Context: an optimization exercise on an open-source flow, tuned for small area. The choices shown serve that exercise and are no tape-out recipe.
Function was checked by simulation only, so behaviour that the tests miss may differ from the original.
The clock port is modelled as an ideal driver; clocking choices that lean on that would not hold on a real chip.
No activity file was given, so power comes from the tool's default toggle rates.

### flow/config.mk
export PLATFORM = sky130hd
export DESIGN_NAME = riscv_jtag_dtm_0p11
export DESIGN_NICKNAME = riscv_jtag_dtm_0p11
export VERILOG_FILES = /design/flow/design.v
export SDC_FILE = /design/flow/constraint.sdc
export NUM_CORES = 4
export LEC_CHECK = 0
export ABC_AREA = 1
export CAP_MARGIN = 20
export CORE_MARGIN = 2
export CORE_UTILIZATION = 40
export SLEW_MARGIN = 20
### flow/constraint.sdc
create_clock -name core_clock -period 20.0 [get_ports {tck}]
set_input_delay 4.0000 -clock core_clock [delete_from_list [all_inputs] [get_ports {tck}]]
set_output_delay 4.0000 -clock core_clock [all_outputs]
set_load 0.01 [all_outputs]
### flow/design.v
module riscv_jtag_dtm_0p11 (
    input  logic        tdi,
    output logic        tdo,
    output logic        tdo_oe,
    input  logic        tck,
    input  logic        tms,
    input  logic        trst,
    output logic        dtm_req_valid,
    input  logic        dtm_req_ready,
    output logic [40:0] dtm_req_bits,
    input  logic        dtm_resp_valid,
    output logic        dtm_resp_ready,
    input  logic [35:0] dtm_resp_bits
);
   localparam logic [3:0] TEST_LOGIC_RESET  = 4'h0;
   localparam logic [3:0] RUN_TEST_IDLE     = 4'h9;
   localparam logic [3:0] SELECT_DR         = 4'h8;
   localparam logic [3:0] CAPTURE_DR        = 4'hB;
   localparam logic [3:0] SHIFT_DR          = 4'hD;
   localparam logic [3:0] EXIT1_DR          = 4'hE;
   localparam logic [3:0] PAUSE_DR          = 4'hC;
   localparam logic [3:0] EXIT2_DR          = 4'hF;
   localparam logic [3:0] UPDATE_DR         = 4'hA;
   localparam logic [3:0] SELECT_IR         = 4'h3;
   localparam logic [3:0] CAPTURE_IR        = 4'h1;
   localparam logic [3:0] SHIFT_IR          = 4'h5;
   localparam logic [3:0] EXIT1_IR          = 4'h6;
   localparam logic [3:0] PAUSE_IR          = 4'h4;
   localparam logic [3:0] EXIT2_IR          = 4'h7;
   localparam logic [3:0] UPDATE_IR         = 4'h2;
   localparam logic [1:0] C_IDCODE  = 2'd0;
   localparam logic [1:0] C_DTMINFO = 2'd1;
   localparam logic [1:0] C_DBUS    = 2'd2;
   localparam logic [1:0] C_BYPASS  = 2'd3;
   localparam logic [31:0] IDCODE = 32'h10e31913;
   logic [3:0]  st;
   logic [1:0]  irc;
   logic [40:0] sr_n;         
   wire  [40:0] sr = ~sr_n;
   logic [40:0] dbus;         
   logic [35:0] rx_dat;       
   logic        rx_seen;      
   logic        got;          
   logic        busy_r;       
   logic        st_busy, st_err;
   logic        dbus_vld;     
   logic        nrdy;         
   logic [2:0]  rq_sync;
   logic [2:0]  rs_sync;
   wire s_cdr = (st == CAPTURE_DR);
   wire s_sdr = (st == SHIFT_DR);
   wire s_udr = (st == UPDATE_DR);
   wire s_cir = (st == CAPTURE_IR);
   wire s_sir = (st == SHIFT_IR);
   wire s_uir = (st == UPDATE_IR);
   wire s_tlr = (st == TEST_LOGIC_RESET);
   wire c_dbus = (irc == C_DBUS);
   wire c_info = (irc == C_DTMINFO);
   wire c_id   = (irc == C_IDCODE);
   wire c_byp  = (irc == C_BYPASS);
   wire busy = (busy_r & ~got) | st_busy;
   wire err  = (got & (|rx_dat[1:0])) | st_err;
   wire take = s_cdr & c_dbus & got;
   always_ff @(posedge tck or posedge trst) begin
      if (trst) begin
         st <= TEST_LOGIC_RESET;
      end else begin
         case (st)
           TEST_LOGIC_RESET  : st <= tms ? TEST_LOGIC_RESET : RUN_TEST_IDLE;
           RUN_TEST_IDLE     : st <= tms ? SELECT_DR        : RUN_TEST_IDLE;
           SELECT_DR         : st <= tms ? SELECT_IR        : CAPTURE_DR;
           CAPTURE_DR        : st <= tms ? EXIT1_DR         : SHIFT_DR;
           SHIFT_DR          : st <= tms ? EXIT1_DR         : SHIFT_DR;
           EXIT1_DR          : st <= tms ? UPDATE_DR        : PAUSE_DR;
           PAUSE_DR          : st <= tms ? EXIT2_DR         : PAUSE_DR;
           EXIT2_DR          : st <= tms ? UPDATE_DR        : SHIFT_DR;
           UPDATE_DR         : st <= tms ? SELECT_DR        : RUN_TEST_IDLE;
           SELECT_IR         : st <= tms ? TEST_LOGIC_RESET : CAPTURE_IR;
           CAPTURE_IR        : st <= tms ? EXIT1_IR         : SHIFT_IR;
           SHIFT_IR          : st <= tms ? EXIT1_IR         : SHIFT_IR;
           EXIT1_IR          : st <= tms ? UPDATE_IR        : PAUSE_IR;
           PAUSE_IR          : st <= tms ? EXIT2_IR         : PAUSE_IR;
           EXIT2_IR          : st <= tms ? UPDATE_IR        : SHIFT_IR;
           default           : st <= tms ? SELECT_DR        : RUN_TEST_IDLE;
         endcase
      end
   end
   always_ff @(posedge tck or posedge trst) begin
      if (trst)
         irc <= C_IDCODE;
      else if (s_tlr)
         irc <= C_IDCODE;
      else if (s_uir)
         case (sr[4:0])
           5'h01:   irc <= C_IDCODE;
           5'h10:   irc <= C_DTMINFO;
           5'h11:   irc <= C_DBUS;
           default: irc <= C_BYPASS;
         endcase
   end
   wire g_rx  = c_dbus & ~busy & rx_seen;    
   wire g_ad  = ~busy;                       
   wire g_by  = c_dbus & busy;               
   wire g_id  = c_id;
   wire g_in  = c_info;
   wire id_in = c_id | c_info;
   logic [40:0] cap;
   always_comb begin
      cap = {41{g_rx}} & {5'd0, rx_dat};
      cap[40:36] = {5{g_ad}} & dbus[40:36];
      cap[0] = g_by | (g_rx & rx_dat[0]) | g_id;
      cap[1] = g_by | (g_rx & rx_dat[1]) | g_id;
      for (int i = 2; i < 32; i++)
         if (IDCODE[i])
            cap[i] = cap[i] | g_id;
      cap[4]  = cap[4]  | g_in;
      cap[6]  = cap[6]  | g_in;
      cap[8]  = cap[8]  | (g_in & (st_err | st_busy));
      cap[9]  = cap[9]  | (g_in & st_err);
      cap[10] = cap[10] | g_in;
      cap[12] = cap[12] | g_in;
      if (s_cir)
         cap[4:0] = 5'd1;
   end
   logic [40:0] shv;
   always_comb begin
      shv = {tdi, sr[40:1]};
      if (id_in)
         shv[31] = tdi;
      if (s_sir)
         shv[4] = tdi;
      if (s_sdr & c_byp)
         shv[0] = tdi;
   end
   wire sr_cap = s_cir | s_cdr;
   wire sr_sh  = s_sir | s_sdr;
   wire sr_hd  = ~(sr_cap | sr_sh);
   always_ff @(posedge tck) begin
      sr_n <= ~(({41{sr_cap}} & cap) | ({41{sr_sh}} & shv) | ({41{sr_hd}} & sr));
   end
   always_ff @(posedge tck or posedge trst) begin
      if (trst) begin
         st_busy <= 1'b0;
         st_err  <= 1'b0;
      end else if (s_cdr & c_dbus) begin
         st_busy <= busy;
         st_err  <= err;
      end else if (s_udr & c_info & sr[16]) begin
         st_busy <= 1'b0;
         st_err  <= 1'b0;
      end
   end
   wire send = s_udr & c_dbus & ~st_busy;
   always_ff @(posedge tck or posedge trst) begin
      if (trst)
         dbus[40:36] <= '0;
      else if (send)
         dbus[40:36] <= st_err ? 5'd0 : sr[40:36];
   end
   wire db_ld = send & ~st_err;
   wire db_hd = ~send & dbus_vld;
   always_ff @(posedge tck) begin
      dbus[35:0] <= ({36{db_ld}} & sr[35:0]) | ({36{db_hd}} & dbus[35:0]);
   end
   wire rq_rdy   = rq_sync[1];
   wire rq_nedge = ~rq_sync[1] & rq_sync[0];
   wire rq_irdy  = ~nrdy | rq_nedge;
   wire rq_set   = dbus_vld & rq_irdy;
   always_ff @(posedge tck) begin
      rq_sync <= {dtm_req_ready, rq_sync[2:1]};
   end
   always_ff @(posedge tck or posedge trst) begin
      if (trst)
         dbus_vld <= 1'b0;
      else if (send)
         dbus_vld <= 1'b1;
      else if (~s_udr & rq_irdy)
         dbus_vld <= 1'b0;
   end
   always_ff @(posedge tck or posedge trst) begin
      if (trst)
         busy_r <= 1'b0;
      else if (dbus_vld)
         busy_r <= 1'b1;
      else if (take)
         busy_r <= 1'b0;
   end
   always_ff @(posedge tck or posedge trst) begin
      if (trst)
         dtm_req_valid <= 1'b0;
      else if (rq_set)
         dtm_req_valid <= 1'b1;
      else if (rq_rdy)
         dtm_req_valid <= 1'b0;
   end
   always_ff @(posedge tck or posedge trst) begin
      if (trst)
         nrdy <= 1'b0;
      else if (rq_set)
         nrdy <= 1'b1;
      else if (rq_nedge)
         nrdy <= 1'b0;
   end
   wire tx_hd = ~rq_set & dtm_req_valid;
   always_ff @(posedge tck) begin
      dtm_req_bits <= ({41{rq_set}} & dbus) | ({41{tx_hd}} & dtm_req_bits);
   end
   wire rs_vld   = rs_sync[1];
   wire rs_nedge = ~rs_sync[1] & rs_sync[0];
   wire rs_set   = ~got & rs_vld & ~dtm_resp_ready;
   always_ff @(posedge tck or posedge trst) begin
      if (trst)
         rs_sync[2:1] <= '0;
      else
         rs_sync[2:1] <= {dtm_resp_valid, rs_sync[2]};
   end
   always_ff @(posedge tck) begin
      rs_sync[0] <= rs_sync[1];
   end
   always_ff @(posedge tck or posedge trst) begin
      if (trst)
         dtm_resp_ready <= 1'b0;
      else if (rs_set)
         dtm_resp_ready <= 1'b1;
      else if (rs_nedge)
         dtm_resp_ready <= 1'b0;
   end
   always_ff @(posedge tck or posedge trst) begin
      if (trst)
         got <= 1'b0;
      else if (rs_set)
         got <= 1'b1;
      else if (take)
         got <= 1'b0;
   end
   always_ff @(posedge tck or posedge trst) begin
      if (trst)
         rx_seen <= 1'b0;
      else if (rs_set)
         rx_seen <= 1'b1;
   end
   wire rx_hd = ~rs_set & rx_seen;
   always_ff @(posedge tck) begin
      rx_dat <= ({36{rs_set}} & dtm_resp_bits) | ({36{rx_hd}} & rx_dat);
   end
   always_ff @(negedge tck or posedge trst) begin
      if (trst) begin
         tdo    <= 1'b0;
         tdo_oe <= 1'b0;
      end else begin
         tdo    <= (s_sir | s_sdr) & sr[0];
         tdo_oe <= s_sir | s_sdr;
      end
   end
endmodule
### flow/flow/run.sh
#!/bin/bash
# Layout flow: the standard flow (standard.sh) with these changes.
#  - Synthesis is the standard synthesis script, except that ABC maps the
#    combinational logic with an area-only script (flow/abc_area.script);
#    registers are mapped before ABC runs, so they are the standard ones.
#  - Port buffers use the smallest buffer cell.
#  - Clock tree synthesis adds no dummy loads; its leaf buffers are then
#    sized down to the smallest clock buffer that keeps the clock slew low.
# Each tool's output goes to a log file in this folder.
set -o pipefail
WORK=$PWD
export FLOW_DIR=$WORK/flow
export CLK_LEAF_SLEW_NS=${CLK_LEAF_SLEW_NS:-0.115}

# synthesis script: synth_recipe.tcl, sourcing a copy of ORFS synth.tcl whose
# abc call uses our script
sed 's|^  log_cmd abc {\*}\$abc_args|  lset abc_args 1 $::env(FLOW_DIR)/abc_area.script\n  log_cmd abc {*}$abc_args|' \
  $FLOW_HOME/scripts/synth.tcl > $WORK/synth_core.tcl
grep -q 'lset abc_args 1' $WORK/synth_core.tcl || { echo "synth.tcl patch failed"; exit 1; }
sed "s|source \$::env(SCRIPTS_DIR)/synth.tcl|source $WORK/synth_core.tcl|" synth_recipe.tcl > $WORK/own_synth.tcl
grep -q synth_core.tcl $WORK/own_synth.tcl || { echo "synth_recipe.tcl patch failed"; exit 1; }

bash standard.sh \
  SYNTH_SCRIPT=$WORK/own_synth.tcl \
  BUFFER_PORTS_ARGS="-buffer_cell sky130_fd_sc_hd__buf_1" \
  CTS_ARGS="-sink_clustering_enable -repair_clock_nets -dont_use_dummy_load -buf_list {sky130_fd_sc_hd__clkbuf_4} -root_buf sky130_fd_sc_hd__clkbuf_8" \
  SLEW_MARGIN=10 CAP_MARGIN=10 \
  POST_CTS_TCL=$FLOW_DIR/post_cts.tcl \
  finish > standard.log 2>&1
### flow/flow/abc_area.script
strash
&get -n
&st
&syn4
&dch
&nf -a -p
&put
topo
### flow/flow/post_cts.tcl
# Runs after clock tree synthesis: give each leaf clock buffer the smallest
# clock buffer cell that keeps its estimated output slew under the limit,
# then legalize the placement again.
source $::env(FLOW_DIR)/size_clk.tcl
estimate_parasitics -placement
size_clock_buffers $::env(CLK_LEAF_SLEW_NS) {sky130_fd_sc_hd__clkbuf_2 sky130_fd_sc_hd__clkbuf_4 sky130_fd_sc_hd__clkbuf_8 sky130_fd_sc_hd__clkbuf_16}
detailed_placement
estimate_parasitics -placement
### flow/flow/size_clk.tcl
# Give each clock tree buffer that drives flip-flops the smallest clock
# buffer cell whose output slew, estimated from placement, stays under a limit.
proc clk_out_pin {inst} {
  return [get_pins -of_objects [get_cells [$inst getName]] -filter "direction==output"]
}
proc drives_flops {inst} {
  foreach it [[[$inst findITerm X] getNet] getITerms] {
    if {[string match "*df*" [[[$it getInst] getMaster] getName]]} { return 1 }
  }
  return 0
}
proc size_clock_buffers {limit_ns cells} {
  set block [ord::get_db_block]
  foreach inst [$block getInsts] {
    set mname [[$inst getMaster] getName]
    if {![string match "sky130_fd_sc_hd__clkbuf_*" $mname]} { continue }
    if {![drives_flops $inst]} { continue }
    foreach c $cells {
      replace_cell [get_cells [$inst getName]] $c
      estimate_parasitics -placement
      if {[get_property [clk_out_pin $inst] slew_max] <= $limit_ns} { break }
    }
    puts "size_clock_buffers: [$inst getName] -> [[$inst getMaster] getName] slew [get_property [clk_out_pin $inst] slew_max]"
  }
}
### flow/standard.sh
#!/bin/bash
# synth_recipe.tcl (not shown) runs the flow's synth.tcl, then flattens the netlist and writes it again
# the make line also repeats each setting of config.mk as NAME=value (left out here)
make -C /OpenROAD-flow-scripts/flow DESIGN_CONFIG=/design/flow/config.mk WORK_HOME=/design/flow/orfs CLKGATE_MAP_FILE= SYNTH_SCRIPT=/design/flow/synth_recipe.tcl "${@:-finish}"
==> out/summary.md, run 1 <==
Drt
* vias: 4,367
* Iteration-0 DRC Markers: 386
* wirelength, routed: 13.8 mm
* Via density: 5.72
* Final ANT Viol Nets: 0
* DRC violations left: 0
* count of TritonRoute iterations in the first routing pass: 5
* final routed wire length divided by cell count: 18.1 um

Placement
* Port-buffer cells: 86
* weighted congestion reported at the end of routability-driven placement: 0.849
* Detail Placement HPWL: 8.52 mm
* setup slack after placement: 5.47 ns
* Area after DPL: 6420 um^2

Global route
* largest net degree at the start of global routing: 44
* busiest metal layer after global routing: met2
* gr usage total: 18.9%
* wire length of the first global-routing pass: 22.2 mm
* met2 usage: 30.0%
* global-route track usage on met1: 25.4%
* met3 Usage GRT: 5.27%
* number of global-route vias before repair: 4,291
* initial antenna violation count: 0
* total grt overflow: 0

Die
* standard-cell row count: 43
* die boundary width: 124 um
* number of placed I/O pins: 87
* area of the placeable core: 14,000 um^2
* starting density of the core: 41.2%
* die outline area: 15,400 um^2
* Chip Height: 124 um

STA
* setup-violating endpoint count in the final report: 0
* Total Neg Setup Slack: 0 ns
* Layout Skew: 0.0614 ns
* final hold vios: 0
* number of pins exceeding their max-slew limit in the final report: 0
* setup ws final: 5.08 ns
* Slew HR: 25.9%
* unrepaired setup endpoints after global routing: no
* slew at the pin closest to its max-slew limit: 1.11 ns
* Worst Hold Slack: 0.337 ns

Pwr
* total power of the final layout: 894 uW
* power per unit of standard cell area: 135 nW/um^2
* P_leak: 2.48 nW
* worst-case vdd ir drop: 0.0549 mV

Status
* result of the run: complete, no violations

Setup path
* slowest cell on the critical path: dfrtn_1
* CP Data Required Time: 16.00 ns
* combined buffer and inverter count along the critical path: 1
* largest incremental delay on the critical path: 0.39 ns
* ordered cell list for the critical path: buf_1
* Worst path top cell family by delay: flip-flops
* startpoint types: flop
* crit path kind: reg2out
* crit path DAT: 10.92 ns
* Setup crit end kind: output pin
* crit-path max FO: 1

Yosys
* Synth Area per Inst: 12.2 um^2
* synthesized netlist cell count: 473
* Net Count, Synth: 515
* total standard cell area after synthesis: 5770 um^2
* number of distinct library cells after synthesis: 33
* share of synthesized area occupied by flip-flops and latches: 65.3%
* number of warnings printed during yosys synthesis: 1
* register bit total from synthesis: 182

Clock tree
* TritonCTS clock tree: built
* latest clock arrival within the worst-skew pair: 0.44 ns
* post-CTS clock slew at the launch and capture registers of the worst setup and hold paths: 0.07 ns
* TritonCTS Sinks: 182

Cells and area
* final instance area: 6630 um^2
* filler instances: 1,342
* final-stage net count: 627
* commonest cells after routing, fill and taps aside: dfxtp_1, buf_1, a22o_1
* leading cell type in the layout, fill and taps excluded: dfxtp_1
* layout cell share with drive strength beyond 1: 5.15%
* antenna diode instance count: 0
* growth of design area from synthesis to finish: 15.0%

Worst hold path
* worst min path class: reg2reg

Run
* max capacitance violation total: 0

[cells by family (layout without fill, tap and decap cells)]
| logic type | count (synthesis) | in the layout | share of synthesized area, % |
|---|---|---|---|
| compound gates | 222 | 222 | 28.8 |
| xor+xnor | 2 | 2 | 0.304 |
| buf+inv | 7 | 117 | 0.456 |
| flops | 182 | 182 | 65.3 |
| simple gates | 60 | 60 | 5.16 |
[Yosys cell counts (all sizes together)]
library cell	number	area, um^2
nand2b	6	37.5
a211oi	12	90.1
or2	1	6.26
nand3b	2	15.0
and2	1	6.26
o221ai	2	17.5
dfrtn	2	50.1
or3	2	12.5
xnor2	1	8.76
xor2	1	8.76
clkinv	7	26.3
or4	3	22.5
dfxtp	158	3160
a41oi	1	8.76
dfrtp	22	551
a311oi	1	8.76
o31ai	1	7.51
a221oi	2	17.5
nor4	1	6.26
a21o	4	30.0
o2bb2ai	38	333
nor2b	5	31.3
nand3	4	20.0
nor4bb	1	10.0
a21boi	1	7.51
a22o	76	666
a31oi	6	37.5
nand2	15	56.3
o22ai	38	238
a21oi	27	135
o21ai	13	65.1
nor3	2	10.0
nor2	17	63.8
[final cells by class]
type | instances | area, um^2 | share of cell area [%]
sequential | 182 | 3760 | 56.7
multi-input combinational | 284 | 2030 | 30.7
timing repair buffer | 93 | 375 | 5.66
tap | 180 | 225 | 3.39
clock buffer | 17 | 209 | 3.15
inverter | 7 | 26.3 | 0.396
[state kept, by name, indices dropped and copies added (netlist names), 2 cells and up]
signal / flops
irc: 2
dtm_req_bits: 41
rx_dat: 36
rq_sync: 3
rs_sync: 3
dbus: 41
sr_n: 41
st: 4
[per-layer routing]
| metal | routed length (um) | up-vias |
|---|---|---|
| li1 | - | 2087 |
| met5 | 0 | - |
| met2 | 6440 | 124 |
| met3 | 808 | 9 |
| met4 | 148 | 0 |
| met1 | 6410 | 2147 |
[final timing paths]
path                                 start          to  slack (ns)  depth (start not counted)
worst max-delay path                tdo_oe      tdo_oe        5.08                          1
worst min-delay path            rq_sync[2]  rq_sync[1]        0.34                          0
worst max register to register       st[1]      tdo_oe        8.48                          3
worst min register to register  rq_sync[2]  rq_sync[1]        0.34                          0
max in group asynchronous             trst         tdo        5.98                          2
min in group asynchronous             trst      irc[0]        3.61                          2
[metrics by stage]
step / utilization (%) / std cells
after detailed placement: 45.9 / 746
after global routing: 47.4 / 763
final: 47.4 / 763
after global placement: 45.9 / 746
after floorplan: - / 473
[where the power goes]
group | total, mW | internal (mW) | switching (mW) | leakage, nW
logic | 0.216 | 0.0886 | 0.128 | 0.775
registers | 0.505 | 0.439 | 0.0660 | 1.60
clock network | 0.173 | 0.0670 | 0.106 | 0.112
==> run 2: changes to the inputs <==
--- a/flow/flow/run.sh
+++ b/flow/flow/run.sh
@@ -26,3 +26,3 @@
   CTS_ARGS="-sink_clustering_enable -repair_clock_nets -dont_use_dummy_load -buf_list {sky130_fd_sc_hd__clkbuf_4} -root_buf sky130_fd_sc_hd__clkbuf_8" \
-  SLEW_MARGIN=10 CAP_MARGIN=10 \
+  SLEW_MARGIN=0 CAP_MARGIN=0 \
   POST_CTS_TCL=$FLOW_DIR/post_cts.tcl \
==> run 2 against run 1 <==
Compared with the run above:
- still clean
- clock skew did not move
- critical path depth did not move
- worst hold slack did not move
- final area did not move
- register-to-register slack barely moved
- clock-buffer cell count did not move
- via count did not move
==> out/summary.md, run 2 <==
Drt
* Via density: 5.72
* count of TritonRoute iterations in the first routing pass: 5
* vias: 4,367
* Final ANT Viol Nets: 0
* wirelength, routed: 13.8 mm
* final routed wire length divided by cell count: 18.1 um
* DRC violations left: 0
* Iteration-0 DRC Markers: 386

Yosys
* share of synthesized registers carrying an async set or reset: 13.2%
* total standard cell area after synthesis: 5770 um^2
* Net Count, Synth: 515
* proportion of netlist area held by the largest area contributor: 54.8%
* register bit total from synthesis: 182
* prevailing post-synth register cell: dfxtp_1
* number of warnings printed during yosys synthesis: 1
* most frequently used cell type in the post-synthesis netlist: dfxtp_1
* cell types with the largest area share after synthesis: dfxtp_1, a22o_1, dfrtp_1
* leading cell types by count after synthesis: dfxtp_1, a22o_1, o22ai_1, o2bb2ai_1, a21oi_1
* share of synthesized area occupied by flip-flops and latches: 65.3%
* Synth Area per Inst: 12.2 um^2
* number of enable-type register cells in the synthesized netlist: 0
* synthesized netlist cell count: 473
* Synth area leader: dfxtp_1
* number of distinct library cells after synthesis: 33

Pwr
* P_leak: 2.48 nW
* worst-case vdd ir drop: 0.0549 mV
* power per unit of standard cell area: 135 nW/um^2

Clock tree
* post-CTS clock slew at the launch and capture registers of the worst setup and hold paths: 0.07 ns
* TritonCTS clock tree: built
* latest clock arrival within the worst-skew pair: 0.44 ns
* TritonCTS Sinks: 182

Placement
* Port-buffer cells: 86
* Area after DPL: 6420 um^2
* Detail Placement HPWL: 8.52 mm
* weighted congestion reported at the end of routability-driven placement: 0.849

Setup path
* largest incremental delay on the critical path: 0.39 ns
* slowest cell on the critical path: dfrtn_1
* combined buffer and inverter count along the critical path: 1
* Setup crit end kind: output pin
* ordered cell list for the critical path: buf_1
* startpoint types: flop
* crit-path max FO: 1
* CP Data Required Time: 16.00 ns
* crit path kind: reg2out
* crit path DAT: 10.92 ns
* Worst path top cell family by delay: flip-flops

STA
* Layout Skew: 0.0614 ns
* number of pins exceeding their max-slew limit in the final report: 0
* slew at the pin closest to its max-slew limit: 1.11 ns
* Slew HR: 25.9%
* final hold vios: 0
* setup-violating endpoint count in the final report: 0
* Total Neg Setup Slack: 0 ns
* unrepaired setup endpoints after global routing: no

Global route
* largest net degree at the start of global routing: 44
* wire length of the first global-routing pass: 22.2 mm
* total grt overflow: 0
* number of global-route vias before repair: 4,291
* initial antenna violation count: 0
* gr usage total: 18.9%

Cells and area
* final instance area: 6630 um^2
* growth of design area from synthesis to finish: 15.0%
* commonest cells after routing, fill and taps aside: dfxtp_1, buf_1, a22o_1
* layout cell share with drive strength beyond 1: 5.15%
* leading cell type in the layout, fill and taps excluded: dfxtp_1
* antenna diode instance count: 0
* filler instances: 1,342
* final-stage net count: 627
* largest registers: dbus x41, dtm_req_bits x41, sr_n x41

Worst hold path
* worst min path class: reg2reg

Run
* max capacitance violation total: 0

Die
* starting density of the core: 41.2%
* die boundary width: 124 um
* Chip Height: 124 um
* standard-cell row count: 43
* number of placed I/O pins: 87
* die outline area: 15,400 um^2
* area of the placeable core: 14,000 um^2

Status
* result of the run: complete, no violations

==> run 2: cell counts after synthesis <==
Identical to the previous run, type by type.
==> run 2: final cells by class <==
cell class | count | area, um^2 | area share [%]
inverters | 7 | 26.3 | 0.396
clock buffers | 17 | 209 | 3.15
well taps | 180 | 225 | 3.39
multi-input cells | 284 | 2030 | 30.7
repair buffers | 93 | 375 | 5.66
flip-flops and latches | 182 | 3760 | 56.7
==> run 2: path summary, 6_finish.rpt <==
path                       startpoint    endpoint  slack (ns)  depth (start not counted)
min reg2reg                rq_sync[2]  rq_sync[1]        0.34                          0
max in group asynchronous        trst         tdo        5.98                          2
min in group asynchronous        trst      irc[0]        3.61                          2
min                        rq_sync[2]  rq_sync[1]        0.34                          0
max                            tdo_oe      tdo_oe        5.08                          1
max reg2reg                     st[1]      tdo_oe        8.48                          3
==> run 2: cells by family after synthesis <==
| kind of cell | synth area share, % |
|---|---|
| xor+xnor | 0.304 |
| flops | 65.3 |
| compound gates | 28.8 |
| buf+inv | 0.456 |
| simple gates | 5.16 |
==> run 2: per-stage QoR <==
stage	instances	total power, mW	util [%]	hold WS, ns	setup slack (ns)
after detailed placement	746	0.728	45.9	0.326	5.47
after global placement	746	0.717	45.9	0.317	5.48
after global routing	763	0.951	47.4	0.347	5.00
final	763	0.894	47.4	0.337	5.08
after floorplan	473	0.646	-	0.310	5.59
==> run 2: metal layers <==
layer,global-route usage (%),routed length (um)
met1,25.4,6410
met2,30.0,6440
met3,5.27,808
met4,5.06,148
met5,0,0
==> run 2: power breakdown <==
part	switching [mW]	internal (mW)
Sequential	0.0660	0.439
Clock	0.106	0.0670
Combinational	0.128	0.0886
==> run 3: changes to the inputs <==
--- a/flow/flow/run.sh
+++ b/flow/flow/run.sh
@@ -26,3 +26,2 @@
   CTS_ARGS="-sink_clustering_enable -repair_clock_nets -dont_use_dummy_load -buf_list {sky130_fd_sc_hd__clkbuf_4} -root_buf sky130_fd_sc_hd__clkbuf_8" \
-  SLEW_MARGIN=0 CAP_MARGIN=0 \
   POST_CTS_TCL=$FLOW_DIR/post_cts.tcl \
==> run 3 against run 2 <==
Compared with the run above:
- register-to-register slack is essentially flat
- clock-buffer cell count unchanged
- power is 0.54% higher
- die area unchanged
- area after synthesis stayed put
- highest routed layer unchanged
==> out/summary.md, run 3 <==
Pwr
* combinational cell fraction of total power: 24.5%
* P_leak: 2.51 nW
* Internal: 597 uW
* worst-case vdd ir drop: 0.0548 mV
* total power of the final layout: 899 uW
* Net Sw Frac: 33.5%
* share of total power in the clock network: 19.3%
* sw power: 301 uW
* Seq pwr share: 56.1%
* power per unit of standard cell area: 134 nW/um^2

STA
* Slew HR: 33.3%
* setup-violating endpoint count in the final report: 0
* slew at the pin closest to its max-slew limit: 1.00 ns
* number of pins exceeding their max-slew limit in the final report: 0
* Total Neg Setup Slack: 0 ns
* unrepaired setup endpoints after global routing: no
* Layout Skew: 0.0637 ns
* Worst Hold Slack: 0.337 ns
* final hold vios: 0

Global route
* gr usage total: 18.9%
* wire length of the first global-routing pass: 22.2 mm
* initial antenna violation count: 0
* number of global-route vias before repair: 4,291
* total grt overflow: 0
* largest net degree at the start of global routing: 44

Cells and area
* commonest cells after routing, fill and taps aside: dfxtp_1, buf_1, a22o_1
* filler instances: 1,337
* layout cell share with drive strength beyond 1: 5.47%
* growth of design area from synthesis to finish: 16.0%
* antenna diode instance count: 0
* total area of multi-input combinational cells: 2030 um^2
* largest registers: dbus x41, dtm_req_bits x41, sr_n x41
* final-stage net count: 629
* leading cell type in the layout, fill and taps excluded: dfxtp_1
* Reg area: 3760 um^2

Yosys
* Synth area leader: dfxtp_1
* proportion of netlist area held by the largest area contributor: 54.8%
* number of enable-type register cells in the synthesized netlist: 0
* post-synthesis compound-gate area fraction: 28.8%
* most frequently used cell type in the post-synthesis netlist: dfxtp_1
* Synth Area per Inst: 12.2 um^2
* share of synthesized area occupied by flip-flops and latches: 65.3%
* number of warnings printed during yosys synthesis: 1
* number of distinct library cells after synthesis: 33
* leading cell types by count after synthesis: dfxtp_1, a22o_1, o22ai_1, o2bb2ai_1, a21oi_1
* main combinational cell family by area after synthesis: compound AO/OA/AOI/OAI gates
* xor and xnor fraction of the mapped netlist area: 0.304%
* share of synthesized registers carrying an async set or reset: 13.2%
* post-synthesis simple-gate area fraction: 5.16%
* register bit total from synthesis: 182
* synthesized netlist cell count: 473
* proportion of synthesized area in mux cells: 0%
* cell types with the largest area share after synthesis: dfxtp_1, a22o_1, dfrtp_1
* adder-cell area share of the yosys netlist: 0%
* Net Count, Synth: 515
* prevailing post-synth register cell: dfxtp_1
* total standard cell area after synthesis: 5770 um^2

Clock tree
* latest clock arrival within the worst-skew pair: 0.44 ns
* TritonCTS clock tree: built
* TritonCTS Sinks: 182
* post-CTS clock slew at the launch and capture registers of the worst setup and hold paths: 0.08 ns

Setup path
* Setup crit end kind: output pin
* Worst path top cell family by delay: flip-flops
* combined buffer and inverter count along the critical path: 1
* ordered cell list for the critical path: buf_1
* cell depth of the worst setup path: 1
* crit path kind: reg2out
* CP Data Required Time: 16.00 ns
* startpoint types: flop
* slowest cell on the critical path: dfrtn_1
* crit path DAT: 10.93 ns
* cell count of the worst reg-to-reg path: 3
* crit-path max FO: 1
* largest incremental delay on the critical path: 0.39 ns

Die
* number of placed I/O pins: 87
* die boundary width: 124 um
* die outline area: 15,400 um^2
* Chip Height: 124 um
* standard-cell row count: 43
* starting density of the core: 41.2%
* area of the placeable core: 14,000 um^2

Drt
* final routed wire length divided by cell count: 18.1 um
* count of TritonRoute iterations in the first routing pass: 5
* Via density: 5.69
* Iteration-0 DRC Markers: 408
* vias: 4,356
* DRC violations left: 0
* wirelength, routed: 13.9 mm
* Final ANT Viol Nets: 0

Run
* max capacitance violation total: 0

Status
* result of the run: complete, no violations

Worst hold path
* worst min path class: reg2reg
* number of cells on the worst hold path: 0

Placement
* Port-buffer cells: 86
* weighted congestion reported at the end of routability-driven placement: 0.849
* Detail Placement HPWL: 8.52 mm

==> run 3: cell counts after synthesis <==
Identical to the previous run, type by type.
==> run 3: power groups by stage <==
stage          logic [mW]  registers, mW  clock network (mW)
3_5_place_dp        0.216          0.511                   0
2_1_floorplan       0.154          0.492                   0
3_3_place_gp        0.208          0.509                   0
6_report            0.221          0.504               0.173
5_1_grt             0.247          0.515               0.193
==> run 3: area by class of cell <==
cell class              instances  share of cell area [%]
flip-flops and latches        182                    56.3
multi-input cells             284                    30.4
inverters                       7                   0.393
repair buffers                 95                    6.43
clock buffers                  17                    3.12
well taps                     180                    3.37
==> run 3: final timing paths <==
path	end	slack, ns	from
hold reg to reg	rq_sync[1]	0.34	rq_sync[2]
max in group asynchronous	tdo	5.99	trst
setup / recovery	tdo_oe	5.07	tdo_oe
hold / removal	rq_sync[1]	0.34	rq_sync[2]
min in group asynchronous	st[0]	3.61	trst
setup reg to reg	tdo_oe	8.47	st[2]
==> run 3: cell families after synthesis <==
kind of cell / after synthesis
buffers and inverters: 7
xor gates and xnor gates: 2
and+or+nand+nor: 60
AOI/OAI and AO/OA: 222
DFF: 182
==> run 3: routing by layer <==
layer | vias to the layer above | wire [um] | track usage [%]
met4 | 0 | 184 | 5.06
met1 | 2121 | 6510 | 25.4
li1 | 2097 | - | -
met5 | - | 0 | 0
met3 | 12 | 753 | 5.27
met2 | 126 | 6420 | 30.0
==> run 3: per-stage QoR <==
stage                     cells  worst slack [ns]  util, %  instance area (um^2)
after global placement      746              5.48     45.9                  6420
final                       765              5.07     47.8                  6690
after floorplan             473              5.59        -                  5770
after global routing        765              5.00     47.8                  6690
after detailed placement    746              5.47     45.9                  6420
==> run 4: changes to the inputs <==
--- a/flow/flow/run.sh
+++ b/flow/flow/run.sh
@@ -26,2 +26,3 @@
   CTS_ARGS="-sink_clustering_enable -repair_clock_nets -dont_use_dummy_load -buf_list {sky130_fd_sc_hd__clkbuf_4} -root_buf sky130_fd_sc_hd__clkbuf_8" \
+  SLEW_MARGIN=10 CAP_MARGIN=10 CORE_UTILIZATION=60 \
   POST_CTS_TCL=$FLOW_DIR/post_cts.tcl \
==> run 4 against run 3 <==
Compared with the run above:
- final area fell by 2.0%
- global-route usage is 7.1 points higher
- clock-buffer cell count unchanged
- synthesized cell count is the same
- worst hold slack got worse by 0.0069 ns
- clock skew decreased by 0.016 ns
- critical endpoint is now tdo
==> out/summary.md, run 4 <==
Setup path
* cell count of the worst reg-to-reg path: 3
* crit path kind: reg2out
* slowest cell on the critical path: dfrtn_1
* combined buffer and inverter count along the critical path: 1
* CP Data Required Time: 16.00 ns
* startpoint types: flop
* Worst path top cell family by delay: flip-flops
* crit-path max FO: 1
* Setup crit end kind: output pin
* largest incremental delay on the critical path: 0.40 ns
* crit path DAT: 10.95 ns
* cell depth of the worst setup path: 1
* ordered cell list for the critical path: buf_1

Global route
* gr usage total: 26.0%
* initial antenna violation count: 0
* total grt overflow: 0
* largest net degree at the start of global routing: 44
* wire length of the first global-routing pass: 20.9 mm
* number of global-route vias before repair: 4,111

Cells and area
* leading cell type in the layout, fill and taps excluded: dfxtp_1
* antenna diode instance count: 0
* final instance area: 6550 um^2
* final-stage net count: 628
* largest registers: dbus x41, dtm_req_bits x41, sr_n x41
* post-route non-filler standard cell count: 713
* layout cell share with drive strength beyond 1: 5.31%
* growth of design area from synthesis to finish: 13.6%
* commonest cells after routing, fill and taps aside: dfxtp_1, buf_1, a22o_1

Yosys
* Net Count, Synth: 515
* prevailing post-synth register cell: dfxtp_1
* leading cell types by count after synthesis: dfxtp_1, a22o_1, o22ai_1, o2bb2ai_1, a21oi_1
* share of synthesized area occupied by flip-flops and latches: 65.3%
* cell types with the largest area share after synthesis: dfxtp_1, a22o_1, dfrtp_1
* number of warnings printed during yosys synthesis: 1
* number of enable-type register cells in the synthesized netlist: 0
* register bit total from synthesis: 182
* total standard cell area after synthesis: 5770 um^2
* proportion of netlist area held by the largest area contributor: 54.8%
* synthesized netlist cell count: 473
* number of distinct library cells after synthesis: 33
* Synth Area per Inst: 12.2 um^2
* Synth area leader: dfxtp_1
* share of synthesized registers carrying an async set or reset: 13.2%
* most frequently used cell type in the post-synthesis netlist: dfxtp_1

Die
* standard-cell row count: 35
* number of placed I/O pins: 87
* starting density of the core: 62.1%
* Chip Height: 102 um
* area of the placeable core: 9280 um^2
* die boundary width: 102 um
* die outline area: 10,400 um^2

Drt
* Final ANT Viol Nets: 0
* vias: 4,378
* wirelength, routed: 13.0 mm
* final routed wire length divided by cell count: 18.2 um
* DRC violations left: 0
* Via density: 6.14
* Iteration-0 DRC Markers: 221
* count of TritonRoute iterations in the first routing pass: 4

STA
* slew at the pin closest to its max-slew limit: 1.09 ns
* unrepaired setup endpoints after global routing: no
* Total Neg Setup Slack: 0 ns
* setup-violating endpoint count in the final report: 0
* Layout Skew: 0.0479 ns
* final hold vios: 0
* Slew HR: 27.0%
* number of pins exceeding their max-slew limit in the final report: 0

Pwr
* power per unit of standard cell area: 135 nW/um^2
* Internal: 586 uW
* combinational cell fraction of total power: 24.4%
* P_leak: 2.48 nW
* Seq pwr share: 57.2%
* sw power: 299 uW
* Net Sw Frac: 33.8%
* share of total power in the clock network: 18.3%
* worst-case vdd ir drop: 0.0948 mV

Placement
* number of placed instances with taps included: 696
* Detail Placement HPWL: 7.82 mm
* Port-buffer cells: 86
* Area after DPL: 6370 um^2
* weighted congestion reported at the end of routability-driven placement: 0.854

Status
* result of the run: complete, no violations

Clock tree
* latest clock arrival within the worst-skew pair: 0.42 ns
* TritonCTS Sinks: 182
* post-CTS clock slew at the launch and capture registers of the worst setup and hold paths: 0.08 ns
* TritonCTS clock tree: built

Worst hold path
* number of cells on the worst hold path: 0
* worst min path class: reg2reg

Run
* max capacitance violation total: 0

run 4: worst paths after layout:
kind                       startpoint  slack [ns]          to
max                               tdo        5.05         tdo
min                        rq_sync[2]        0.33  rq_sync[1]
min reg2reg                rq_sync[2]        0.33  rq_sync[1]
max reg2reg                     st[2]        8.53      tdo_oe
min in group asynchronous        trst        3.57    dbus[38]
max in group asynchronous        trst        6.22         tdo
run 4: layout make-up:
cell class | count | area, um^2
fillers | 737 | 2730
repair buffers | 94 | 383
well taps | 129 | 161
flip-flops and latches | 182 | 3760
multi-input cells | 284 | 2030
inverters | 7 | 26.3
clock buffers | 17 | 184
run 4: cell families after synthesis:
group / synth area share, %
xor gates and xnor gates: 0.304
and+or+nand+nor: 5.16
AOI/OAI and AO/OA: 28.8
buffers and inverters: 0.456
DFF: 65.3
run 4: metal layers:
metal	global-route usage, %	vias to the layer above	wire [um]
met5	0	-	0
met4	6.77	0	85
met3	5.81	8	780
met2	40.2	138	6020
met1	37.4	2137	6080
li1	-	2095	-
run 4: power groups by stage:
stage	logic (mW)	clock network, mW	registers (mW)
2_1_floorplan	0.154	0	0.492
6_report	0.216	0.162	0.506
5_1_grt	0.243	0.180	0.515
3_3_place_gp	0.206	0	0.508
3_5_place_dp	0.216	0	0.512
run 4: through the flow:
step           power [mW]  worst slack, ns  hold slack, ns  utilization, %
2_1_floorplan       0.646             5.59           0.310               -
3_3_place_gp        0.714             5.45           0.311            68.6
3_5_place_dp        0.727             5.45           0.313            68.6
5_1_grt             0.937             5.00           0.336            70.6
6_report            0.885             5.05           0.330            70.6
==> run 5: changes to the inputs <==
--- a/flow/flow/run.sh
+++ b/flow/flow/run.sh
@@ -12,3 +12,3 @@
 export FLOW_DIR=$WORK/flow
-export CLK_LEAF_SLEW_NS=${CLK_LEAF_SLEW_NS:-0.115}
+export CLK_LEAF_SLEW_NS=${CLK_LEAF_SLEW_NS:-0.11}
 
==> run 5 against run 4 <==
Compared with the run above:
- via count about the same
- die area unchanged
- largest cell class unchanged
- clock-buffer cell count unchanged
==> out/summary.md, run 5 <==
Setup path
* crit path DAT: 10.95 ns
* combined buffer and inverter count along the critical path: 1
* cell depth of the worst setup path: 1
* largest incremental delay on the critical path: 0.40 ns
* Setup crit end kind: output pin
* crit-path max FO: 1
* ordered cell list for the critical path: buf_1
* Worst path top cell family by delay: flip-flops
* cell count of the worst reg-to-reg path: 3
* startpoint types: flop
* worst r2r src: st[2]
* CP Data Required Time: 16.00 ns
* slowest cell on the critical path: dfrtn_1
* Register-to-Register Setup Slack: 8.49 ns
* worst flop-to-flop path endpoint: tdo_oe
* crit path kind: reg2out

Yosys
* number of enable-type register cells in the synthesized netlist: 0
* Net Count, Synth: 515
* share of synthesized registers carrying an async set or reset: 13.2%
* Synth area leader: dfxtp_1
* leading cell types by count after synthesis: dfxtp_1, a22o_1, o22ai_1, o2bb2ai_1, a21oi_1
* number of distinct library cells after synthesis: 33
* register bit total from synthesis: 182
* synthesized netlist cell count: 473
* prevailing post-synth register cell: dfxtp_1
* cell types with the largest area share after synthesis: dfxtp_1, a22o_1, dfrtp_1
* number of warnings printed during yosys synthesis: 1
* proportion of netlist area held by the largest area contributor: 54.8%
* Synth Area per Inst: 12.2 um^2
* share of synthesized area occupied by flip-flops and latches: 65.3%
* most frequently used cell type in the post-synthesis netlist: dfxtp_1
* total standard cell area after synthesis: 5770 um^2

STA
* setup ws final: 5.05 ns
* Slew HR: 26.2%
* number of pins exceeding their max-slew limit in the final report: 0
* slew at the pin closest to its max-slew limit: 1.10 ns
* Total Neg Setup Slack: 0 ns
* Layout Skew: 0.0510 ns
* unrepaired setup endpoints after global routing: no
* final hold vios: 0
* setup-violating endpoint count in the final report: 0

Cells and area
* filler instances: 737
* antenna diode instance count: 0
* commonest cells after routing, fill and taps aside: dfxtp_1, buf_1, a22o_1
* leading cell type in the layout, fill and taps excluded: dfxtp_1
* layout cell share with drive strength beyond 1: 5.31%
* post-route non-filler standard cell count: 713
* largest registers: dbus x41, dtm_req_bits x41, sr_n x41
* Reg area: 3760 um^2
* total area of multi-input combinational cells: 2030 um^2
* growth of design area from synthesis to finish: 13.8%
* final-stage net count: 628

Global route
* number of global-route vias before repair: 4,109
* global-route track usage on met1: 37.5%
* met2 usage: 40.1%
* largest net degree at the start of global routing: 44
* gr usage total: 26.1%
* initial antenna violation count: 0
* busiest metal layer after global routing: met2
* met3 Usage GRT: 6.63%
* wire length of the first global-routing pass: 20.9 mm
* total grt overflow: 0

Drt
* Iteration-0 DRC Markers: 288
* DRC violations left: 0
* vias: 4,382
* count of TritonRoute iterations in the first routing pass: 4
* wirelength, routed: 13.0 mm
* Final ANT Viol Nets: 0
* final routed wire length divided by cell count: 18.2 um
* Via density: 6.15

Clock tree
* post-CTS clock slew at the launch and capture registers of the worst setup and hold paths: 0.08 ns
* TritonCTS Sinks: 182
* latest clock arrival within the worst-skew pair: 0.43 ns
* TritonCTS clock tree: built

Pwr
* total power of the final layout: 890 uW
* worst-case vdd ir drop: 0.0938 mV
* P_leak: 2.48 nW
* power per unit of standard cell area: 136 nW/um^2

Placement
* number of placed instances with taps included: 696
* weighted congestion reported at the end of routability-driven placement: 0.854
* Port-buffer cells: 86
* Detail Placement HPWL: 7.82 mm
* setup slack after placement: 5.45 ns

Die
* standard-cell row count: 35
* die outline area: 10,400 um^2
* starting density of the core: 62.1%
* area of the placeable core: 9280 um^2
* die boundary width: 102 um
* number of placed I/O pins: 87
* Chip Height: 102 um

Status
* result of the run: complete, no violations

Worst hold path
* hold path startpoint: rq_sync[2]
* Hold EP: rq_sync[1]
* worst min path class: reg2reg
* number of cells on the worst hold path: 0

Run
* max capacitance violation total: 0

[run 5: logic make-up (layout without fill, tap and decap cells)]
family / Yosys count / after routing / synth area share, %
buf+inv: 7 / 118 / 0.456
flops: 182 / 182 / 65.3
xor+xnor: 2 / 2 / 0.304
simple gates: 60 / 60 / 5.16
compound gates: 222 / 222 / 28.8
[run 5: report_power, final]
group          internal (mW)  switching (mW)
Combinational         0.0887           0.128
Sequential             0.439          0.0676
Clock                 0.0630           0.104
Total                  0.590           0.300
[run 5: metrics by stage]
step	hold WS, ns	area [um^2]	utilization, %
final	0.333	6570	70.7
after global routing	0.336	6570	70.7
after detailed placement	0.313	6370	68.6
after global placement	0.311	6370	68.6
after floorplan	0.310	5770	-
[run 5: how the worst max path moves through the flow]
stage,from,to,slack [ns]
finish,tdo,tdo,5.05
global route,tdo,tdo,5.00
detailed placement,tdo,tdo,5.45
global placement,tdo,tdo,5.45
floorplan,tdo,tdo,5.59
[run 5: final cells by class]
type | instances | area share [%]
inverter | 7 | 0.400
multi-input combinational | 284 | 31.0
timing repair buffer | 94 | 5.83
tap | 129 | 2.46
clock buffer | 17 | 2.99
sequential | 182 | 57.3
[run 5: worst reg2reg max path, cell delays in order, from the launching register on]
cell,delay (ns)
dfrtp_1,0.51
nand3b_1,0.15
buf_4,0.45
clkinv_1,0.18
[run 5: layer usage]
metal | part of all wire [%] | up-vias
li1 | - | 2092
met1 | 48 | 2155
met2 | 46 | 133
met3 | 5.6 | 2
met4 | 0.28 | 0
met5 | 0 | -
==> run 6: changes to the inputs <==
--- a/flow/flow/run.sh
+++ b/flow/flow/run.sh
@@ -26,3 +26,3 @@
   CTS_ARGS="-sink_clustering_enable -repair_clock_nets -dont_use_dummy_load -buf_list {sky130_fd_sc_hd__clkbuf_4} -root_buf sky130_fd_sc_hd__clkbuf_8" \
-  SLEW_MARGIN=10 CAP_MARGIN=10 CORE_UTILIZATION=60 \
+  SLEW_MARGIN=10 CAP_MARGIN=10 CORE_UTILIZATION=75 \
   POST_CTS_TCL=$FLOW_DIR/post_cts.tcl \
==> run 6 against run 5 <==
Compared with the run above:
- non-clock buffer count shrank 1
- final area shrank 0.97%
- clock skew shrank 0.0087 ns
- power grew 1.2%
- via count grew 7.6%
- critical path depth is the same
- worst hold slack gained 0.0070 ns
- clock-buffer cell count is the same
- core utilization grew 18 points
- clock power shrank 2%
- die area shrank 19%
- critical path type unchanged
- critical endpoint unchanged
- largest cell class unchanged
- largest power group unchanged
- highest routed layer unchanged
==> out/summary.md, run 6 <==
Yosys
* number of enable-type register cells in the synthesized netlist: 0
* number of distinct library cells after synthesis: 33
* proportion of netlist area held by the largest area contributor: 54.8%
* prevailing post-synth register cell: dfxtp_1
* leading cell types by count after synthesis: dfxtp_1, a22o_1, o22ai_1, o2bb2ai_1, a21oi_1
* share of synthesized area occupied by flip-flops and latches: 65.3%
* number of warnings printed during yosys synthesis: 1
* register bit total from synthesis: 182
* cell types with the largest area share after synthesis: dfxtp_1, a22o_1, dfrtp_1
* Net Count, Synth: 515
* Synth Area per Inst: 12.2 um^2
* share of synthesized registers carrying an async set or reset: 13.2%
* total standard cell area after synthesis: 5770 um^2
* most frequently used cell type in the post-synthesis netlist: dfxtp_1
* synthesized netlist cell count: 473
* Synth area leader: dfxtp_1

Cells and area
* leading cell type in the layout, fill and taps excluded: dfxtp_1
* layout cell share with drive strength beyond 1: 5.15%
* commonest cells after routing, fill and taps aside: dfxtp_1, buf_1, a22o_1
* post-route non-filler standard cell count: 682
* growth of design area from synthesis to finish: 12.7%
* largest registers: dbus x41, dtm_req_bits x41, sr_n x41
* final-stage net count: 627
* Core Util, Final: 88.7%
* antenna diode instance count: 0

Pwr
* power per unit of standard cell area: 138 nW/um^2
* share of total power in the clock network: 18.1%
* combinational cell fraction of total power: 25.0%
* sw power: 316 uW
* worst-case vdd ir drop: 0.0978 mV
* P_leak: 2.47 nW
* Seq pwr share: 56.9%
* Net Sw Frac: 35.1%
* Internal: 584 uW

Drt
* Final ANT Viol Nets: 0
* final routed wire length divided by cell count: 21.5 um
* Iteration-0 DRC Markers: 447
* wirelength, routed: 14.7 mm
* DRC violations left: 0
* Via density: 6.91
* vias: 4,713
* count of TritonRoute iterations in the first routing pass: 7

Die
* area of the placeable core: 7330 um^2
* Chip Height: 91.7 um
* number of placed I/O pins: 87
* die boundary width: 91.7 um
* standard-cell row count: 31
* starting density of the core: 78.7%
* die outline area: 8410 um^2

Setup path
* crit path kind: reg2out
* ordered cell list for the critical path: buf_1
* cell depth of the worst setup path: 1
* largest incremental delay on the critical path: 0.42 ns
* worst flop-to-flop path endpoint: tdo_oe
* CP Data Required Time: 16.00 ns
* crit path DAT: 10.97 ns
* Register-to-Register Setup Slack: 8.48 ns
* Worst path top cell family by delay: flip-flops
* Setup crit end kind: output pin
* slowest cell on the critical path: dfrtn_1
* Setup crit start: tdo
* worst r2r src: st[2]
* startpoint types: flop
* combined buffer and inverter count along the critical path: 1
* cell count of the worst reg-to-reg path: 3
* crit-path max FO: 1
* critical path endpoint: tdo

Placement
* Port-buffer cells: 86
* number of placed instances with taps included: 665
* weighted congestion reported at the end of routability-driven placement: 0.921
* Detail Placement HPWL: 8.62 mm

STA
* setup-violating endpoint count in the final report: 0
* slew at the pin closest to its max-slew limit: 1.08 ns
* Layout Skew: 0.0423 ns
* Slew HR: 27.7%
* unrepaired setup endpoints after global routing: no
* Total Neg Setup Slack: 0 ns
* final hold vios: 0
* number of pins exceeding their max-slew limit in the final report: 0

Clock tree
* TritonCTS clock tree: built
* TritonCTS Sinks: 182
* latest clock arrival within the worst-skew pair: 0.43 ns
* post-CTS clock slew at the launch and capture registers of the worst setup and hold paths: 0.09 ns

Worst hold path
* worst min path class: reg2reg

Status
* result of the run: complete, no violations

Global route
* total grt overflow: 0
* number of global-route vias before repair: 4,566
* gr usage total: 36.2%
* largest net degree at the start of global routing: 44
* wire length of the first global-routing pass: 23.6 mm
* initial antenna violation count: 0

Run
* max capacitance violation total: 0

-- run 6: cell counts after synthesis --
No cell type changed its count.
-- run 6: how the worst min path moves through the flow --
stage | startpoint | end | depth (start not counted)
floorplan | rq_sync[2] | rq_sync[1] | 0
global placement | rq_sync[2] | rq_sync[1] | 0
detailed placement | rq_sync[2] | rq_sync[1] | 0
global route | rq_sync[2] | rq_sync[1] | 0
finish | rq_sync[2] | rq_sync[1] | 0
-- run 6: logic make-up after synthesis --
| logic type | synth area share, % |
|---|---|
| AOI/OAI and AO/OA | 28.8 |
| DFF | 65.3 |
| and+or+nand+nor | 5.16 |
| xor gates and xnor gates | 0.304 |
| buffers and inverters | 0.456 |
-- run 6: cell type report --
cell class              count  area (um^2)
inverters                   7         26.3
multi-input cells         284         2030
fillers                   345          830
repair buffers             93          375
flip-flops and latches    182         3760
clock buffers              17          178
well taps                  99          124
-- run 6: per-stage QoR --
step	instance area [um^2]	power (mW)	setup slack (ns)	hold WS, ns
after global routing	6500	0.940	5.00	0.354
after detailed placement	6320	0.729	5.46	0.315
final	6500	0.900	5.03	0.340
after floorplan	5770	0.646	5.59	0.310
after global placement	6320	0.709	5.46	0.312
-- run 6: power groups by stage --
stage	combinational (mW)	clock, mW	sequential [mW]
after floorplan	0.154	0	0.492
after global placement	0.202	0	0.507
after detailed placement	0.216	0	0.513
after global routing	0.246	0.176	0.519
final	0.225	0.163	0.512
-- run 6: per-layer routing --
layer | share of wire [%] | vias up | track usage [%]
met4 | 3.6 | 0 | 15.2
met1 | 41 | 2257 | 48.5
met5 | 0 | - | 0
li1 | - | 2092 | -
met2 | 47 | 310 | 57.8
met3 | 8.0 | 54 | 7.40
==> run 7: changes to the inputs <==
--- a/flow/flow/run.sh
+++ b/flow/flow/run.sh
@@ -8,2 +8,4 @@
 #    sized down to the smallest clock buffer that keeps the clock slew low.
+#  - A denser floorplan (CORE_UTILIZATION) and smaller repair margins
+#    (SLEW_MARGIN, CAP_MARGIN) than the defaults.
 # Each tool's output goes to a log file in this folder.
@@ -26,3 +28,3 @@
   CTS_ARGS="-sink_clustering_enable -repair_clock_nets -dont_use_dummy_load -buf_list {sky130_fd_sc_hd__clkbuf_4} -root_buf sky130_fd_sc_hd__clkbuf_8" \
-  SLEW_MARGIN=10 CAP_MARGIN=10 CORE_UTILIZATION=75 \
+  SLEW_MARGIN=10 CAP_MARGIN=10 CORE_UTILIZATION=70 \
   POST_CTS_TCL=$FLOW_DIR/post_cts.tcl \
==> run 7 against run 6 <==
Compared with the run above:
- clock power barely moved
- power fell by 1.1%
- final area grew 0.33%
- routed wire length decreased by 6.1%
- sequential share of layout area down 0.19 points
- flip-flop and latch count unchanged
- area after synthesis stayed put
- sequential power fell by 0.8%
- critical path depth is the same
- global-route usage decreased by 3.8 points
- largest cell class unchanged
- critical path type unchanged
- highest routed layer unchanged
- core utilization shrank 8.1 points
==> out/summary.md, run 7 <==
Status
* result of the run: complete, no violations

Worst hold path
* hold path startpoint: rq_sync[2]
* worst min path class: reg2reg

STA
* final hold vios: 0
* Total Neg Setup Slack: 0 ns
* slew at the pin closest to its max-slew limit: 1.13 ns
* Layout Skew: 0.0547 ns
* Slew HR: 24.3%
* number of pins exceeding their max-slew limit in the final report: 0
* unrepaired setup endpoints after global routing: no
* setup-violating endpoint count in the final report: 0

Placement
* weighted congestion reported at the end of routability-driven placement: 0.858
* number of placed instances with taps included: 672
* Port-buffer cells: 86
* Area after DPL: 6340 um^2
* Detail Placement HPWL: 8.51 mm

Global route
* gr usage total: 32.4%
* wire length of the first global-routing pass: 22.3 mm
* total grt overflow: 0
* largest net degree at the start of global routing: 43
* number of global-route vias before repair: 4,354
* initial antenna violation count: 0

Setup path
* CP Data Required Time: 16.00 ns
* slowest cell on the critical path: dfrtn_1
* crit path kind: reg2out
* Setup crit end kind: output pin
* crit-path max FO: 1
* combined buffer and inverter count along the critical path: 1
* worst r2r src: st[2]
* Setup crit start: tdo
* largest incremental delay on the critical path: 0.42 ns
* ordered cell list for the critical path: buf_1
* Worst path top cell family by delay: flip-flops
* crit path DAT: 10.95 ns
* startpoint types: flop

Drt
* Final ANT Viol Nets: 0
* wire length the detailed router placed on met1: 6.02 mm
* Via density: 6.66
* amount of wire on met3 after detailed routing: 878 um
* total length of routed met2 wires: 6.62 mm
* wirelength, routed: 13.8 mm
* final routed wire length divided by cell count: 20.0 um
* top routing layer in use: met4
* count of TritonRoute iterations in the first routing pass: 5
* DRC violations left: 0
* Iteration-0 DRC Markers: 253
* vias: 4,586

Yosys
* prevailing post-synth register cell: dfxtp_1
* number of enable-type register cells in the synthesized netlist: 0
* share of synthesized area occupied by flip-flops and latches: 65.3%
* cell types with the largest area share after synthesis: dfxtp_1, a22o_1, dfrtp_1
* register bit total from synthesis: 182
* most frequently used cell type in the post-synthesis netlist: dfxtp_1
* proportion of netlist area held by the largest area contributor: 54.8%
* share of synthesized registers carrying an async set or reset: 13.2%
* Synth area leader: dfxtp_1
* synthesized netlist cell count: 473
* total standard cell area after synthesis: 5770 um^2
* leading cell types by count after synthesis: dfxtp_1, a22o_1, o22ai_1, o2bb2ai_1, a21oi_1
* Synth Area per Inst: 12.2 um^2
* Net Count, Synth: 515
* number of warnings printed during yosys synthesis: 1
* number of distinct library cells after synthesis: 33

Cells and area
* commonest cells after routing, fill and taps aside: dfxtp_1, buf_1, a22o_1
* largest registers: dbus x41, dtm_req_bits x41, sr_n x41
* filler instances: 519
* layout cell share with drive strength beyond 1: 5.31%
* post-route non-filler standard cell count: 689
* antenna diode instance count: 0
* final-stage net count: 628
* leading cell type in the layout, fill and taps excluded: dfxtp_1
* final instance area: 6520 um^2
* growth of design area from synthesis to finish: 13.1%

Pwr
* power per unit of standard cell area: 137 nW/um^2
* Seq pwr share: 57.0%
* P_leak: 2.48 nW
* Internal: 586 uW
* total power of the final layout: 890 uW
* share of total power in the clock network: 18.1%
* Net Sw Frac: 34.2%
* combinational cell fraction of total power: 24.9%
* worst-case vdd ir drop: 0.103 mV
* sw power: 304 uW

Die
* die outline area: 8980 um^2
* standard-cell row count: 33
* number of placed I/O pins: 87
* die boundary width: 94.8 um
* area of the placeable core: 8090 um^2
* Chip Height: 94.8 um
* starting density of the core: 71.3%

Clock tree
* latest clock arrival within the worst-skew pair: 0.43 ns
* post-CTS clock slew at the launch and capture registers of the worst setup and hold paths: 0.11 ns
* TritonCTS clock tree: built
* TritonCTS Sinks: 182

Run
* max capacitance violation total: 0

run 7: cell families (layout without fill, tap and decap cells):
logic type,count (synthesis),after routing,synth area share [%]
AO/OA/AOI/OAI,222,222,28.8
flip-flops,182,182,65.3
AND/OR/NAND/NOR,60,60,5.16
buffers and inverters,7,118,0.456
XOR/XNOR,2,2,0.304
run 7: power groups by stage:
| stage | logic [mW] | registers (mW) | clock network (mW) |
|---|---|---|---|
| after floorplan | 0.154 | 0.492 | 0 |
| after global placement | 0.204 | 0.508 | 0 |
| after detailed placement | 0.218 | 0.512 | 0 |
| after global routing | 0.243 | 0.516 | 0.178 |
| final | 0.222 | 0.508 | 0.161 |
run 7: per-layer routing:
metal	vias to the layer above	GRT usage [%]
li1	2096	-
met1	2254	43.6
met2	210	51.7
met3	26	6.94
met4	0	12.0
met5	-	0
run 7: path summary, 6_finish.rpt:
kind                         endpoint  slack, ns  cells after the start
max reg2reg                    tdo_oe       8.06                      3
min in group asynchronous    dbus[39]       3.57                      3
min reg2reg                rq_sync[1]       0.34                      0
max in group asynchronous         tdo       6.20                      3
min                        rq_sync[1]       0.34                      0
max                               tdo       5.05                      1
run 7: area by class of cell:
type,count,area (um^2),area share (%)
tap,105,131,2.01
timing repair buffer,94,383,5.87
clock buffer,17,184,2.82
inverter,7,26.3,0.403
sequential,182,3760,57.7
multi-input combinational,284,2030,31.2
run 7: stage by stage:
| stage | utilization [%] | hold WS (ns) | worst slack (ns) |
|---|---|---|---|
| floorplan | - | 0.310 | 5.59 |
| global placement | 78.3 | 0.310 | 5.46 |
| detailed placement | 78.3 | 0.343 | 5.47 |
| global route | 80.6 | 0.341 | 4.99 |
| finish | 80.6 | 0.340 | 5.05 |
run 7: worst reg2reg max path, delay by kind of cell, from the launching register on:
family / cells / cell delay (ns)
buf+inv: 2 / 0.62
simple gates: 1 / 0.56
flops: 1 / 0.52
==> run 8: changes to the inputs <==
--- a/flow/design.v
+++ b/flow/design.v
@@ -48,3 +48,3 @@
    logic [2:0]  rq_sync;
-   logic [2:0]  rs_sync;
+   logic [2:1]  rs_sync;
    wire s_cdr = (st == CAPTURE_DR);
@@ -208,3 +208,2 @@
    wire rs_vld   = rs_sync[1];
-   wire rs_nedge = ~rs_sync[1] & rs_sync[0];
    wire rs_set   = ~got & rs_vld & ~dtm_resp_ready;
@@ -216,5 +215,2 @@
    end
-   always_ff @(posedge tck) begin
-      rs_sync[0] <= rs_sync[1];
-   end
    always_ff @(posedge tck or posedge trst) begin
@@ -224,3 +220,3 @@
          dtm_resp_ready <= 1'b1;
-      else if (rs_nedge)
+      else if (~rs_vld)
          dtm_resp_ready <= 1'b0;
==> run 8 against run 7 <==
Compared with the run above:
- flip-flop and latch count down 1
- first-iteration DRC count up 10%
- final cell count down 0.58%
- sequential share of layout area up 0.38 points
- non-clock buffer count unchanged
- power up 0.33%
- via count down 2.9%
- largest cell class unchanged
- largest power group unchanged
- highest routed layer unchanged
==> out/summary.md, run 8 <==
Placement
* weighted congestion reported at the end of routability-driven placement: 0.813
* Port-buffer cells: 86
* number of placed instances with taps included: 668
* Detail Placement HPWL: 7.99 mm

Global route
* largest net degree at the start of global routing: 43
* gr usage total: 31.1%
* total grt overflow: 0
* initial antenna violation count: 0
* number of global-route vias before repair: 4,295
* wire length of the first global-routing pass: 21.4 mm

STA
* Slew HR: 30.2%
* setup-violating endpoint count in the final report: 0
* Layout Skew: 0.0360 ns
* Worst Hold Slack: 0.335 ns
* slew at the pin closest to its max-slew limit: 1.05 ns
* unrepaired setup endpoints after global routing: no
* Total Neg Setup Slack: 0 ns
* final hold vios: 0
* number of pins exceeding their max-slew limit in the final report: 0

Drt
* wirelength, routed: 12.9 mm
* Iteration-0 DRC Markers: 279
* final routed wire length divided by cell count: 18.9 um
* count of TritonRoute iterations in the first routing pass: 5
* vias: 4,453
* DRC violations left: 0
* Via density: 6.50
* Final ANT Viol Nets: 0

Pwr
* power per unit of standard cell area: 139 nW/um^2
* Net Sw Frac: 32.7%
* Seq pwr share: 59.3%
* combinational cell fraction of total power: 23.3%
* sw power: 292 uW
* P_leak: 2.41 nW
* Internal: 601 uW
* share of total power in the clock network: 17.4%
* worst-case vdd ir drop: 0.114 mV

Run
* max capacitance violation total: 0

Cells and area
* growth of design area from synthesis to finish: 12.4%
* antenna diode instance count: 0
* leading cell type in the layout, fill and taps excluded: dfxtp_1
* post-route non-filler standard cell count: 685
* commonest cells after routing, fill and taps aside: dfxtp_1, buf_1, a22o_1
* final-stage net count: 624
* layout cell share with drive strength beyond 1: 5.00%
* largest registers: dbus x41, dtm_req_bits x41, sr_n x41

Clock tree
* TritonCTS clock tree: built
* latest clock arrival within the worst-skew pair: 0.41 ns
* TritonCTS Sinks: 181
* post-CTS clock slew at the launch and capture registers of the worst setup and hold paths: 0.09 ns

Yosys
* proportion of netlist area held by the largest area contributor: 54.8%
* share of synthesized area occupied by flip-flops and latches: 65.3%
* synthesized netlist cell count: 469
* share of synthesized registers carrying an async set or reset: 13.3%
* number of enable-type register cells in the synthesized netlist: 0
* number of warnings printed during yosys synthesis: 1
* Net Count, Synth: 511
* total standard cell area after synthesis: 5730 um^2
* leading cell types by count after synthesis: dfxtp_1, a22o_1, o22ai_1
* Synth area leader: dfxtp_1
* prevailing post-synth register cell: dfxtp_1
* Synth Area per Inst: 12.2 um^2
* cell types with the largest area share after synthesis: dfxtp_1, a22o_1, dfrtp_1
* register bit total from synthesis: 181
* number of distinct library cells after synthesis: 36
* most frequently used cell type in the post-synthesis netlist: dfxtp_1

Die
* number of placed I/O pins: 87
* die outline area: 8930 um^2
* area of the placeable core: 8090 um^2
* die boundary width: 94.5 um
* standard-cell row count: 33
* Chip Height: 94.5 um
* starting density of the core: 70.8%

Setup path
* slowest cell on the critical path: dfrtn_1
* ordered cell list for the critical path: buf_1
* startpoint types: flop
* combined buffer and inverter count along the critical path: 1
* crit path kind: reg2out
* largest incremental delay on the critical path: 0.40 ns
* crit path DAT: 10.92 ns
* crit-path max FO: 1
* Setup crit end kind: output pin
* Register-to-Register Setup Slack: 8.48 ns
* Worst path top cell family by delay: flip-flops
* CP Data Required Time: 16.00 ns

Worst hold path
* worst min path class: reg2reg

Status
* result of the run: complete, no violations

-- run 8: worst paths after layout --
kind / start / depth (start not counted) / end
max: tdo / 1 / tdo
max in group asynchronous: trst / 2 / tdo
min reg2reg: rq_sync[2] / 0 / rq_sync[1]
min: rq_sync[2] / 0 / rq_sync[1]
min in group asynchronous: trst / 2 / dbus[39]
max reg2reg: st[1] / 3 / tdo_oe
-- run 8: cell families (layout without fill, tap and decap cells) --
logic type / count (synthesis) / after routing / synth area share (%)
compound gates: 226 / 226 / 29.1
flops: 181 / 181 / 65.3
buf+inv: 6 / 117 / 0.393
xor+xnor: 2 / 2 / 0.306
simple gates: 54 / 54 / 4.91
-- run 8: per-stage QoR --
stage	setup slack, ns	power [mW]	instance area [um^2]	util (%)
after detailed placement	5.48	0.739	6270	77.5
final	5.08	0.893	6440	79.6
after global routing	5.04	0.946	6440	79.6
after global placement	5.49	0.724	6270	77.5
after floorplan	5.59	0.665	5730	-
-- run 8: area by class of cell --
class | instances | area (um^2)
sequential | 181 | 3740
tap | 105 | 131
multi-input combinational | 282 | 1990
timing repair buffer | 94 | 383
fill | 528 | 1650
clock buffer | 17 | 171
inverter | 6 | 22.5
-- run 8: power by group through the flow --
stage	registers (mW)	logic [mW]	clock network, mW
floorplan	0.511	0.155	0
detailed placement	0.533	0.206	0
global route	0.541	0.233	0.173
global placement	0.529	0.195	0
finish	0.530	0.208	0.155
-- run 8: per-layer routing --
layer | part of all wire (%) | global-route usage (%)
met1 | 44 | 43.0
met2 | 48 | 49.0
met3 | 6.5 | 6.46
met4 | 1.8 | 11.0
met5 | 0 | 0
